This is an optimization exercise on Yosys and OpenROAD, whose aim is small area, not a production implementation.
Function not checked in this run: the RTL went through the layout flow alone.
Power figures rest on the tool's default switching activity, not on a simulated workload.

File: design/flow/design.v
module Ascending_Sorter_3inputs_8bits(min, mid, max, 
                                      in0, in1, in2,
                                      clk);
    input   wire        clk;
    input   wire [7:0]  in0, in1, in2;
    output  reg  [7:0]  min, mid, max;
    reg [7:0] rin0, rin1, rin2;
    reg       cmp0, cmp1, cmp2;   
    always @(posedge clk) begin
        rin0 <= in0;
        rin1 <= in1;
        rin2 <= in2;
        cmp0 <= (in0 < in1);
        cmp1 <= (in1 < in2);
        cmp2 <= (in2 < in0);
        case ({cmp0, cmp1, cmp2})
            3'b110: begin min <= rin0; mid <= rin1; max <= rin2; end 
            3'b100: begin min <= rin0; mid <= rin2; max <= rin1; end 
            3'b010: begin min <= rin1; mid <= rin0; max <= rin2; end 
            3'b011: begin min <= rin1; mid <= rin2; max <= rin0; end 
            3'b101: begin min <= rin2; mid <= rin0; max <= rin1; end 
            3'b001: begin min <= rin2; mid <= rin1; max <= rin0; end 
            default: begin min <= rin0; mid <= rin1; max <= rin2; end
        endcase
    end 
endmodule
module Median_Finder_9inputs_8bits(
    output wire [7:0] median_pixel,
    output wire       out_valid,
    input  wire [7:0] pixel0, pixel1, pixel2,
    input  wire [7:0] pixel3, pixel4, pixel5,
    input  wire [7:0] pixel6, pixel7, pixel8,
    input  wire       in_valid,
    input  wire       rst,
    input  wire       clk
);
    wire    [7:0] wmin0, wmid0, wmax0;
    wire    [7:0] wmin1, wmid1, wmax1;
    wire    [7:0] wmin2, wmid2, wmax2;
    wire    [7:0] wmax_col0, wmid_col1, wmin_col2;
    reg     [5:0] valid_pipe;
    always @(posedge clk) begin
        if (rst)
            valid_pipe <= 6'b0;
        else
            valid_pipe <= {valid_pipe[4:0], in_valid};
    end
    assign out_valid = valid_pipe[5];
    Ascending_Sorter_3inputs_8bits Row0(
        .min(wmin0), .mid(wmid0), .max(wmax0),
        .in0(pixel0), .in1(pixel1), .in2(pixel2),
        .clk(clk)
    );
    Ascending_Sorter_3inputs_8bits Row1(
        .min(wmin1), .mid(wmid1), .max(wmax1),
        .in0(pixel3), .in1(pixel4), .in2(pixel5),
        .clk(clk)
    );
    Ascending_Sorter_3inputs_8bits Row2(
        .min(wmin2), .mid(wmid2), .max(wmax2),
        .in0(pixel6), .in1(pixel7), .in2(pixel8),
        .clk(clk)
    );
    Ascending_Sorter_3inputs_8bits FindMax(
        .min(), .mid(), .max(wmax_col0),
        .in0(wmin0), .in1(wmin1), .in2(wmin2),        
        .clk(clk)
    );
    Ascending_Sorter_3inputs_8bits FindMid(
        .min(), .mid(wmid_col1), .max(),
        .in0(wmid0), .in1(wmid1), .in2(wmid2),        
        .clk(clk)
    );
    Ascending_Sorter_3inputs_8bits FindMin(
        .min(wmin_col2), .mid(), .max(),
        .in0(wmax0), .in1(wmax1), .in2(wmax2),        
        .clk(clk)
    );
    Ascending_Sorter_3inputs_8bits FindMedian(
        .min(), .mid(median_pixel), .max(),
        .in0(wmax_col0), .in1(wmid_col1), .in2(wmin_col2),
        .clk(clk)
    );
endmodule
module Median_Filter #(
    parameter WIDTH  = 32,
    parameter HEIGHT = 24
)(
    output wire [7:0] median_pixel,
    output wire       out_valid,
    input  wire [7:0] pixel_in,
    input  wire       in_valid,
    input  wire       rst,
    input  wire       clk
);
    reg  [7:0] lb1 [0:WIDTH-1];
    reg  [7:0] lb2 [0:WIDTH-1];
    reg  [7:0] win00, win01, win02;
    reg  [7:0] win10, win11, win12;
    reg  [7:0] win20, win21, win22;
    reg  [$clog2(WIDTH+2)-1:0] primed;
    reg                        win_valid;
    reg  [$clog2(HEIGHT)-1:0]  crow;
    reg  [$clog2(WIDTH)-1:0]   ccol;
    integer i;
    always @(posedge clk) begin
        if (in_valid) begin
            lb1[0] <= pixel_in;
            lb2[0] <= lb1[WIDTH-1];
            for (i = 1; i < WIDTH; i = i + 1) begin
                lb1[i] <= lb1[i-1];
                lb2[i] <= lb2[i-1];
            end
            win00 <= win01; win01 <= win02; win02 <= lb2[WIDTH-1];
            win10 <= win11; win11 <= win12; win12 <= lb1[WIDTH-1];
            win20 <= win21; win21 <= win22; win22 <= pixel_in;
        end
    end
    always @(posedge clk) begin
        if (rst) begin
            primed    <= 0;
            win_valid <= 1'b0;
            crow      <= 0;
            ccol      <= 0;
        end else begin
            win_valid <= in_valid && (primed == WIDTH + 1);
            if (in_valid && (primed != WIDTH + 1))
                primed <= primed + 1'b1;
            if (win_valid) begin
                if (ccol == WIDTH - 1) begin
                    ccol <= 0;
                    crow <= (crow == HEIGHT - 1) ? 0 : crow + 1'b1;
                end else begin
                    ccol <= ccol + 1'b1;
                end
            end
        end
    end
    wire top_pad    = (crow == 0);
    wire bottom_pad = (crow == HEIGHT - 1);
    wire left_pad   = (ccol == 0);
    wire right_pad  = (ccol == WIDTH - 1);
    wire [7:0] p0 = (top_pad    || left_pad)  ? 8'd0 : win00;
    wire [7:0] p1 = (top_pad)                 ? 8'd0 : win01;
    wire [7:0] p2 = (top_pad    || right_pad) ? 8'd0 : win02;
    wire [7:0] p3 = (left_pad)                ? 8'd0 : win10;
    wire [7:0] p4 =                                    win11;
    wire [7:0] p5 = (right_pad)               ? 8'd0 : win12;
    wire [7:0] p6 = (bottom_pad || left_pad)  ? 8'd0 : win20;
    wire [7:0] p7 = (bottom_pad)              ? 8'd0 : win21;
    wire [7:0] p8 = (bottom_pad || right_pad) ? 8'd0 : win22;
    Median_Finder_9inputs_8bits Kernel(
        .median_pixel(median_pixel),
        .out_valid(out_valid),
        .pixel0(p0), .pixel1(p1), .pixel2(p2),
        .pixel3(p3), .pixel4(p4), .pixel5(p5),
        .pixel6(p6), .pixel7(p7), .pixel8(p8),
        .in_valid(win_valid),
        .rst(rst),
        .clk(clk)
    );
endmodule
File: design/flow/run.sh
#!/bin/bash
# synth_recipe.tcl (not shown) runs the flow's synth.tcl, then flattens the netlist and writes it again
# the make line also repeats each setting of config.mk as NAME=value (left out here)
make -C /OpenROAD-flow-scripts/flow DESIGN_CONFIG=/design/flow/config.mk WORK_HOME=/design/flow/orfs CLKGATE_MAP_FILE= SYNTH_SCRIPT=/design/flow/synth_recipe.tcl finish
File: design/flow/config.mk
export PLATFORM = sky130hd
export DESIGN_NAME = Median_Filter
export DESIGN_NICKNAME = Median_Filter
export VERILOG_FILES = /design/flow/design.v
export SDC_FILE = /design/flow/constraint.sdc
export NUM_CORES = 4
export LEC_CHECK = 0
export CAP_MARGIN = 20
export CORE_MARGIN = 2
export CORE_UTILIZATION = 40
export SLEW_MARGIN = 20
File: design/flow/constraint.sdc
create_clock -name core_clock -period 2.8 [get_ports {clk}]
set_input_delay 0.5600 -clock core_clock [delete_from_list [all_inputs] [get_ports {clk}]]
set_output_delay 0.5600 -clock core_clock [all_outputs]
set_load 0.01 [all_outputs]
==> key figures <==
Clocking
  – Clk slew on worst S/H paths: roughly 0.06 ns
  – Hold buffers post-CTS: 0
  – Clock sink total: between 800 and 900
  – H-tree depth: 3
  – CTS resizes: 0
  – TritonCTS clock tree: yes
  – Worst skew pair latency: between 0.6 and 0.7 ns
  – # Post-CTS Setup Buffers: 0
  – Root Buffer: clkbuf_16
  – Num CTS Buffers: 83
  – Maximum clock path buffer count: 3

Global routing
  – Overall Global Routing Usage: 13.6%
  – First-pass GRT wire length: 85.0 mm
  – Largest net degree at the start of global routing: around 90
  – Vias in the first global route: approximately 16,000
  – Grt total ovfl: 0
  – Initial antenna violation count: 1

Final layout
  – Register area: ~22,000 um^2
  – Regs by FF count: lb1: 256 flops, lb2: 256 flops
  – Layout cells sized above 1: approximately 7.2%
  – Final nets: around 2,300
  – Multi-input logic area: 7160 um^2
  – Area grow syn2layout: 13.6%
  – Fillers: ~6,600

Power and ir drop
  – Lkg Pwr: between 10 and 15 nW
  – Worst vdd ir: roughly 0.00044 V
  – PwrDens: roughly 850 nW/um^2

Synth
  – Post-synth EDFFs: around 540
  – Asr flop ratio synth: 0%
  – #FFs+latches synth: 852
  – Avg Inst Size Synth: around 14 um^2
  – Commonest cells post-synth: edfxtp_1 (536), dfxtp_1 (316), inv_1 (154), a21oi_1 (150), ha_1 (149)
  – Synth Flop Type: edfxtp_1
  – Post-Syn Area: approximately 30,000 um^2
  – Area share of the largest cell type after synthesis: between 50% and 60%
  – Synth Instances: 2,101
  – Register area share after synthesis: 73.6%
  – Post-synthesis cell type count: 53
  – Yosys top cell by area: edfxtp_1
  – Syn. warnings: 5
  – Most frequent cell after synthesis: edfxtp_1
  – Post-synthesis net count: ~2,300
  – Top post-synthesis cells by area: edfxtp_1 (53%), dfxtp_1 (21%), ha_1 (6.1%)

Worst setup path
  – Crit path kind: register to register
  – Worst-path fanout max: 7
  – WP data arrival: 3.14 ns
  – WP data required: around 3.4 ns
  – Critical Path Sink Type: register
  – Startpoint class of the critical path: register

Floorplanning
  – Boundary Pins: 20
  – Row count: around 100
  – Core area: 75,700 um^2
  – Die area: 78,300 um^2
  – Die Wd: approximately 280 um
  – Initial Util: 40.2%
  – Die Span Y: about 280 um

Route
  – Post-route DRC violation count: 0
  – Post-route ant nets: 0
  – Vias per cell: roughly 5
  – DR pass1 iterations: 8
  – Vias: ~16,000
  – First DRT Iteration DRCs: between 1,000 and 1,500
  – Final WL: about 53 mm
  – Routed len/inst: approximately 17 um

STA
  – Hold Violations, Final: 0
  – Final worst-path cycle share: between 90% and 100%
  – Final setup TNS: 0 ns
  – Fin crit period: between 2 and 3 ns
  – Max Fclk: slightly below 400 MHz
  – Final setup vio count: 0
  – Final WS setup: approximately 0.23 ns
  – Tightest Pin Transition: approximately 0.90 ns
  – Fin Hold WS: approximately 0.36 ns
  – Worst slew margin: 39.8%
  – Slew Limit Fails: 0
  – RSZ-0062 raised after global routing: false
  – Skew final: roughly 0.032 ns

Job
  – Max_cap viols: 0

Placement
  – Count of input and output buffers: 19
  – RePlAce Congestion: 0.818
  – Detailed Place HPWL: approximately 35 mm
  – Setup WS pre-CTS: about 0.064 ns

Min path
  – Worst min-delay path category: primary input to register

Outcome
  – Status: finished clean
==> placed cells by master (no fill, tap or decap), types with 47 or more instances in the layout <==
cell	n
o22ai_1	58
nor2b_1	75
nand2_1	92
clkbuf_16	83
o21ai_0	75
nor2_1	47
nand2b_1	53
edfxtp_1	536
inv_1	154
dfxtp_1	316
ha_1	148
a211oi_1	69
a21oi_1	150
==> worst max-delay path: stages (launching register included) <==
cell and delay [ns]:
dfxtp_1 0.39, ha_1 0.21, and3_1 0.18, ha_2 0.28
clkinvlp_4 0.22, nand2_1 0.13, ha_1 0.24, a211o_1 0.27
a21oi_1 0.10, o21ai_0 0.10, a31o_2 0.25, a21oi_1 0.13
==> layout make-up <==
type | instances | area share [%]
inverter | 157 | 1.71
timing repair buffer | 48 | 1.41
tap | 978 | 3.54
antenna | 1 | 0.00723
clock inverter | 29 | 1.10
clock buffer | 121 | 6.73
multi-input combinational | 1013 | 20.7
sequential | 852 | 64.8
==> routing by layer <==
| metal | vias to the layer above | GRT usage [%] | wire length [um] |
|---|---|---|---|
| li1 | 7819 | - | - |
| met1 | 7781 | 19.0 | 25400 |
| met2 | 286 | 21.5 | 24500 |
| met3 | 103 | 2.75 | 2120 |
| met4 | 0 | 4.28 | 1380 |
| met5 | - | 0 | 0 |
==> power by group <==
| part | switching (mW) | leakage (nW) | total [mW] | internal (mW) |
|---|---|---|---|---|
| clock | 4.56 | 1.31 | 10.9 | 6.38 |
| combinational | 1.45 | 4.27 | 2.77 | 1.32 |
| sequential | 0.958 | 7.86 | 15.6 | 14.6 |
| total | 6.97 | 13.4 | 29.3 | 22.3 |
==> kinds of logic (layout without fill, tap and decap cells) <==
| logic type | after synthesis | count (layout) | share of synthesized area [%] |
|---|---|---|---|
| AOI/OAI and AO/OA | 488 | 488 | 10.1 |
| xor gates and xnor gates | 7 | 7 | 0.201 |
| adders and majority gates | 151 | 151 | 6.19 |
| buffers and inverters | 236 | 355 | 2.91 |
| DFF | 852 | 852 | 73.6 |
| muxes | 43 | 43 | 1.41 |
| other | 0 | 1 | 0 |
| and+or+nand+nor | 324 | 324 | 5.53 |
==> metrics by stage <==
step | total power, mW | instance area (um^2) | cells | utilization (%)
floorplan | 17.4 | 30500 | 2101 | -
global placement | 18.4 | 31900 | 3048 | 42.1
detailed placement | 18.6 | 31900 | 3048 | 42.1
CTS | 29.7 | 34600 | 3198 | 45.7
global route | 30.7 | 34600 | 3198 | 45.7
finish | 29.3 | 34600 | 3199 | 45.7
==> path summary, 6_finish.rpt <==
| path | depth (start not counted) | to | slack [ns] | start |
|---|---|---|---|---|
| worst min register to register | 0 | Kernel.FindMedian.rin1[1]$_DFF_P_ | 0.37 | Kernel.FindMid.mid[1]$_DFF_P_ |
| worst min-delay path | 1 | lb1[19][5]$_DFFE_PP_ | 0.36 | in_valid |
| worst max register to register | 11 | Kernel.Row1.cmp1$_DFF_P_ | 0.23 | ccol[0]$_SDFFE_PP0P_ |
| worst max-delay path | 11 | Kernel.Row1.cmp1$_DFF_P_ | 0.23 | ccol[0]$_SDFFE_PP0P_ |

==> what the ideal ports hide <==
How much do the figures lean on ideal ports? The routed layout below was timed once more, with nothing changed but the port constraints.
Step 1 assumes that a clkbuf_16 drives the clock port and a buf_2 every other input.
Step 2 moves the port delays by t, midway between the first and last clock arrival at a register: inputs arrive t later, outputs are due t later. That takes back most of the time a late clock gives input paths.
a / b / c = no drivers / after step 1 / after step 2; a / b = the first two.
t (ns): 0.679
setup WS [ns]: 0.234 / 0.234 / 0.234
hold slack, ns: 0.364 / 0.343 / 0.371
worst register clock-pin slew, ns: 0.07 / 0.07
cell pins on the clock port's net: 1
After both steps setup and hold are still met in this run. For this run, drivers alone change the setup slack by 0.000 ns; drivers and shift together by 0.000 ns.
